From an optimization exercise on the open Yosys and OpenROAD flow, aimed at small area, a short achievable clock period and few clock cycles per item; shortcuts taken in it are not production practice.
RTL that was checked went through simulation tests only; none was proved equivalent to the original.
No activity file was given, so power comes from the tool's default toggle rates.

// pdcch_top
module pdcch_top #(parameter
  TOP_CONFIG_BIT_WIDTH=110,
  CONT_CONFIG_BIT_WIDTH=105,
  OP_DATA_WIDTH=8,
  FIFO_DEPTH=16,
  PTR_SIZE=$clog2(FIFO_DEPTH)
)(
  input                             clk,
  input                             reset,
  input  [TOP_CONFIG_BIT_WIDTH-1:0] s_axis_top_config_data,
  input                             s_axis_top_config_valid,
  output                            s_axis_top_config_ready,
  output [OP_DATA_WIDTH-1:0]        m_axis_top_data,
  output                            m_axis_top_valid,
  input                             m_axis_top_ready
);
Size: ~1200 cells after synthesis, about 120 flip-flops, ~0.010 sq mm of cells after synthesis.
==> module pdcch_top, before the edit <==
module pdcch_top #(parameter
  TOP_CONFIG_BIT_WIDTH=110,
  CONT_CONFIG_BIT_WIDTH=105,
  OP_DATA_WIDTH=8,
  FIFO_DEPTH=16,
  PTR_SIZE=$clog2(FIFO_DEPTH)
)(
  input                             clk,
  input                             reset,
  input  [TOP_CONFIG_BIT_WIDTH-1:0] s_axis_top_config_data,
  input                             s_axis_top_config_valid,
  output                            s_axis_top_config_ready,
  output [OP_DATA_WIDTH-1:0]        m_axis_top_data,
  output                            m_axis_top_valid,
  input                             m_axis_top_ready
);
  localparam [30:0] X1C = 31'h5e485840;   
  localparam [30:0] R0  = 31'h0099110e;   
  localparam [30:0] R1  = 31'h0132221c;   
  wire [109:0] din  = s_axis_top_config_data;
  wire         vin  = s_axis_top_config_valid;
  wire         mrdy = m_axis_top_ready;
  wire [8:0]  bwpsize  = din[109:101];
  wire [11:0] bwpstart = din[100:89];
  wire        c1       = (din[88:87] == 2'd1);
  wire [6:0]  slot     = din[86:80];
  wire [15:0] nid      = din[79:64];
  wire [3:0]  sym      = din[63:60];
  wire [12:0] doff     = din[57:45];
  function automatic [30:0] a1_2(input [30:0] s);
    a1_2 = {s[4]^s[1], s[3]^s[0], s[30:2]};
  endfunction
  function automatic [30:0] a2_2(input [30:0] s);
    a2_2 = {s[4]^s[3]^s[2]^s[1], s[3]^s[2]^s[1]^s[0], s[30:2]};
  endfunction
  function automatic [30:0] a1_16(input [30:0] s);
    integer m;
    reg [15:0] e;
    begin
      for (m = 0; m < 16; m = m + 1) e[m] = s[m] ^ s[m+3];
      a1_16 = {e, s[30:16]};
    end
  endfunction
  function automatic [30:0] a2_16(input [30:0] s);
    integer m;
    reg [15:0] e;
    begin
      for (m = 0; m < 16; m = m + 1) e[m] = s[m] ^ s[m+1] ^ s[m+2] ^ s[m+3];
      a2_16 = {e, s[30:16]};
    end
  endfunction
  localparam [2:0] WAIT=3'd0, MUL=3'd1, SKIP=3'd2, ACC=3'd3, EMIT=3'd4;
  reg [2:0]  ph;
  reg [30:0] x1, u;
  reg [13:0] acc;
  reg [12:0] sk;
  reg [16:0] cnt;
  reg [3:0]  j;
  reg [1:0]  pst;
  reg        pcur;
  reg [1:0]  od;
  reg        ov, rdy;
  wire ofree    = !ov || mrdy;
  wire p_ok     = (pst == 2'd3);
  reg  last;                        
  wire cnt_hi0  = (cnt[16:4] == 13'd0);
  wire cnt_is1  = cnt_hi0 && (cnt[3:0] == 4'd1);
  wire cnt_is8  = cnt_hi0 && (cnt[3:0] == 4'd8);
  wire emit_now = ((ph == EMIT) || (ph == ACC && !cnt[16])) && ofree;
  wire load     = p_ok && ((ph == WAIT) || (ph == EMIT && emit_now && last));
  wire fast     = |sk[12:3];
  wire skz      = (sk == 13'd0);
  wire [12:0] sk_dec = fast ? sk - 13'd8 : sk - 13'd1;
  wire [16:0] cnt_dec = (ph == SKIP && fast) ? cnt - 17'd8 : cnt - 17'd1;
  wire [1:0] item = {x1[1] ^ (^(u & R1)), x1[0] ^ (^(u & R0))};
  wire [10:0] a_val = {sk[10:4], 4'b0} - {3'b0, sk[10:4], 1'b0} + {7'b0, sk[3:0]} + 11'd1;
  wire [13:0] b_vec = {nid[12:0], 1'b1};    
  wire        bj    = b_vec[j];
  wire [13:0] acc_add = {acc[12:0], 1'b0} + {1'b0, sk};
  wire [11:0] six_b = {sk[8:0], 2'b00} + {1'b0, sk[8:0], 1'b0};   
  always @(posedge clk) begin
    if (reset) begin
      ph   <= WAIT;
      pst  <= 2'd0;
      pcur <= 1'b0;
      ov   <= 1'b0;
      rdy  <= 1'b0;
    end else begin
      rdy <= 1'b0;
      if (emit_now) begin
        od <= item;
        ov <= 1'b1;
      end else if (mrdy)
        ov <= 1'b0;
      if (!pcur) begin
        if (vin) begin
          sk   <= {2'b00, slot, sym};
          acc  <= 14'd0;
          pst  <= 2'd1;
          pcur <= 1'b1;
        end
      end else if (pst == 2'd1) begin
        sk  <= {2'b00, a_val};
        j   <= 4'd13;
        pst <= 2'd2;
      end else if (pst == 2'd2) begin
        acc <= bj ? acc_add : {acc[12:0], 1'b0};
        j   <= j - 4'd1;
        if (j == 4'd0) begin
          pst <= 2'd3;
          sk  <= {4'd0, bwpsize};
        end
      end
      if (load) begin
        u  <= {acc, nid, 1'b0};
        x1 <= c1 ? {X1C[30:12], six_b} : X1C;
        if (c1) begin
          cnt <= 17'd0;
          last <= 1'b1;
          sk  <= {1'b0, bwpstart};
          ph  <= MUL;
        end else begin
          cnt <= {5'd0, six_b};
          last <= (sk[8:0] == 9'd0);
          sk  <= doff;
          if (doff == 13'd0) begin
            ph  <= ACC;
            rdy <= 1'b1;
          end else
            ph <= SKIP;
        end
      end else begin
        case (ph)
          MUL: begin
            if (!skz) begin
              cnt[15:0] <= cnt[15:0] + {4'd0, x1[11:0]};
              sk <= sk - 13'd1;
            end else begin
              x1 <= X1C;
              last <= (cnt == 17'd0);
              sk <= doff;
              ph <= SKIP;
            end
          end
          SKIP: begin
            if (skz) begin
              ph  <= ACC;
              rdy <= 1'b1;
            end else begin
              if (fast) begin
                x1 <= a1_16(x1);
                u  <= a2_16(u);
              end else begin
                x1 <= a1_2(x1);
                u  <= a2_2(u);
              end
              sk  <= sk_dec;
              cnt <= cnt_dec;
              last <= fast ? cnt_is8 : cnt_is1;
              if (sk_dec == 13'd0) begin
                ph  <= ACC;
                rdy <= 1'b1;
              end
            end
          end
          ACC, EMIT: begin
            if (ph == ACC) begin
              pcur <= 1'b0;
              pst  <= 2'd0;
            end
            if (ph == ACC && cnt[16])
              ph <= WAIT;
            else if (emit_now) begin
              x1  <= a1_2(x1);
              u   <= a2_2(u);
              cnt <= cnt_dec;
              last <= cnt_is1;
              if (last) ph <= WAIT;
              else      ph <= EMIT;
            end else
              ph <= EMIT;
          end
          default: ;
        endcase
      end
    end
  end
  assign s_axis_top_config_ready = rdy;
  assign m_axis_top_valid = ov;
  assign m_axis_top_data  = {6'b000000, od};
endmodule
==> flow/config.mk <==
export PLATFORM = sky130hd
export DESIGN_NAME = pdcch_top
export DESIGN_NICKNAME = pdcch_top
export VERILOG_FILES = /design/flow/design.v
export SDC_FILE = /design/flow/constraint.sdc
export NUM_CORES = 4
export LEC_CHECK = 0
export CAP_MARGIN = 20
export CORE_MARGIN = 2
export CORE_UTILIZATION = 40
export SLEW_MARGIN = 20
==> flow/constraint.sdc <==
create_clock -name core_clock -period 8.5 [get_ports {clk}]
set_input_delay 1.7000 -clock core_clock [delete_from_list [all_inputs] [get_ports {clk}]]
set_output_delay 1.7000 -clock core_clock [all_outputs]
set_load 0.01 [all_outputs]
run.sh (not shown) runs the stock make flow with config.mk's settings and CLKGATE_MAP_FILE= SYNTH_SCRIPT=/design/flow/synth_recipe.tcl, a recipe that flattens the netlist after the stock synthesis.
Change:
--- a/flow/design.v
+++ b/flow/design.v
@@ -24,12 +24,13 @@
   wire [11:0] bwpstart = din[100:89];
   wire        c1       = (din[88:87] == 2'd1);
   wire [6:0]  slot     = din[86:80];
   wire [15:0] nid      = din[79:64];
   wire [3:0]  sym      = din[63:60];
   wire [12:0] doff     = din[57:45];
+  wire [11:0] six_b    = {bwpsize, 2'b00} + {1'b0, bwpsize, 1'b0};
   function automatic [30:0] a1_2(input [30:0] s);
     a1_2 = {s[4]^s[1], s[3]^s[0], s[30:2]};
   endfunction
   function automatic [30:0] a2_2(input [30:0] s);
     a2_2 = {s[4]^s[3]^s[2]^s[1], s[3]^s[2]^s[1]^s[0], s[30:2]};
   endfunction
@@ -59,28 +60,23 @@
   reg [1:0]  pst;
   reg        pcur;
   reg [1:0]  od;
   reg        ov, rdy;
   wire ofree    = !ov || mrdy;
   wire p_ok     = (pst == 2'd3);
-  reg  last;                        
-  wire cnt_hi0  = (cnt[16:4] == 13'd0);
-  wire cnt_is1  = cnt_hi0 && (cnt[3:0] == 4'd1);
-  wire cnt_is8  = cnt_hi0 && (cnt[3:0] == 4'd8);
+  wire last     = (cnt == 17'd0);
   wire emit_now = ((ph == EMIT) || (ph == ACC && !cnt[16])) && ofree;
   wire load     = p_ok && ((ph == WAIT) || (ph == EMIT && emit_now && last));
   wire fast     = |sk[12:3];
   wire skz      = (sk == 13'd0);
   wire [12:0] sk_dec = fast ? sk - 13'd8 : sk - 13'd1;
   wire [16:0] cnt_dec = (ph == SKIP && fast) ? cnt - 17'd8 : cnt - 17'd1;
   wire [1:0] item = {x1[1] ^ (^(u & R1)), x1[0] ^ (^(u & R0))};
   wire [10:0] a_val = {sk[10:4], 4'b0} - {3'b0, sk[10:4], 1'b0} + {7'b0, sk[3:0]} + 11'd1;
   wire [13:0] b_vec = {nid[12:0], 1'b1};    
   wire        bj    = b_vec[j];
-  wire [13:0] acc_add = {acc[12:0], 1'b0} + {1'b0, sk};
-  wire [11:0] six_b = {sk[8:0], 2'b00} + {1'b0, sk[8:0], 1'b0};   
   always @(posedge clk) begin
     if (reset) begin
       ph   <= WAIT;
       pst  <= 2'd0;
       pcur <= 1'b0;
       ov   <= 1'b0;
@@ -101,30 +97,25 @@
         end
       end else if (pst == 2'd1) begin
         sk  <= {2'b00, a_val};
         j   <= 4'd13;
         pst <= 2'd2;
       end else if (pst == 2'd2) begin
-        acc <= bj ? acc_add : {acc[12:0], 1'b0};
+        acc <= {acc[12:0], 1'b0} + (bj ? {1'b0, sk} : 14'd0);
         j   <= j - 4'd1;
-        if (j == 4'd0) begin
-          pst <= 2'd3;
-          sk  <= {4'd0, bwpsize};
-        end
+        if (j == 4'd0) pst <= 2'd3;
       end
       if (load) begin
         u  <= {acc, nid, 1'b0};
         x1 <= c1 ? {X1C[30:12], six_b} : X1C;
         if (c1) begin
           cnt <= 17'd0;
-          last <= 1'b1;
           sk  <= {1'b0, bwpstart};
           ph  <= MUL;
         end else begin
           cnt <= {5'd0, six_b};
-          last <= (sk[8:0] == 9'd0);
           sk  <= doff;
           if (doff == 13'd0) begin
             ph  <= ACC;
             rdy <= 1'b1;
           end else
             ph <= SKIP;
@@ -134,13 +125,12 @@
           MUL: begin
             if (!skz) begin
               cnt[15:0] <= cnt[15:0] + {4'd0, x1[11:0]};
               sk <= sk - 13'd1;
             end else begin
               x1 <= X1C;
-              last <= (cnt == 17'd0);
               sk <= doff;
               ph <= SKIP;
             end
           end
           SKIP: begin
             if (skz) begin
@@ -153,13 +143,12 @@
               end else begin
                 x1 <= a1_2(x1);
                 u  <= a2_2(u);
               end
               sk  <= sk_dec;
               cnt <= cnt_dec;
-              last <= fast ? cnt_is8 : cnt_is1;
               if (sk_dec == 13'd0) begin
                 ph  <= ACC;
                 rdy <= 1'b1;
               end
             end
           end
@@ -171,13 +160,12 @@
             if (ph == ACC && cnt[16])
               ph <= WAIT;
             else if (emit_now) begin
               x1  <= a1_2(x1);
               u   <= a2_2(u);
               cnt <= cnt_dec;
-              last <= cnt_is1;
               if (last) ph <= WAIT;
               else      ph <= EMIT;
             end else
               ph <= EMIT;
           end
           default: ;
- total power goes up by 0.88%
- core utilization went up by 0.51 points
- non-clock buffer count fell by 3
- wire length decreases by 4.6%
- clock-buffer cell count goes down by 1
- sequential power goes up by about 1%
- worst setup slack degrades by 1.3 ns
- design area drops by 1.2%
- register-to-register slack degrades by 0.47 ns
- final cell count decreases by 1.5%
- first-iteration DRC count drops by 15%
- combinational power decreases by 10%
- clock power is higher by 7.4%
- sequential share of layout area climbs by 0.12 points
Testbench counts after the change, summed over its fixed seeds: cycles 14,881, items 13,663.
Only the layout flow was run in the first run of this note; the RTL was not checked for function there.

[separate check: timing with driven ports]
The flow's constraints put no driver on any port. The routed layouts listed below were extracted and timed again, unchanged, in two steps. Step 1 assumes that a clkbuf_16 drives the clock port and a buf_2 every other input. Step 2 moves the port delays by t, midway between the first and last clock arrival at a register: inputs arrive t later, outputs are due t later. That takes back most of the time a late clock gives input paths. Slacks: ideal ports / drivers / drivers and shift; pairs: ideal ports / drivers.
run	t (ns)	slack for setup (ns)	worst setup path at the end	latest minus earliest clock arrival (ns)	slew at the worst register clock pin (ns)
the first run	0.474	4.414 / 4.441 / 3.967	input to register	0.015 / 0.014	0.06 / 0.06
the second run	0.460	3.121 / 3.147 / 2.687	input to register	0.014 / 0.014	0.07 / 0.07
After both steps setup and hold are still met in every run listed. For the first run, which loses most, drivers alone change the setup slack by +0.027 ns; drivers and shift together by -0.447 ns.
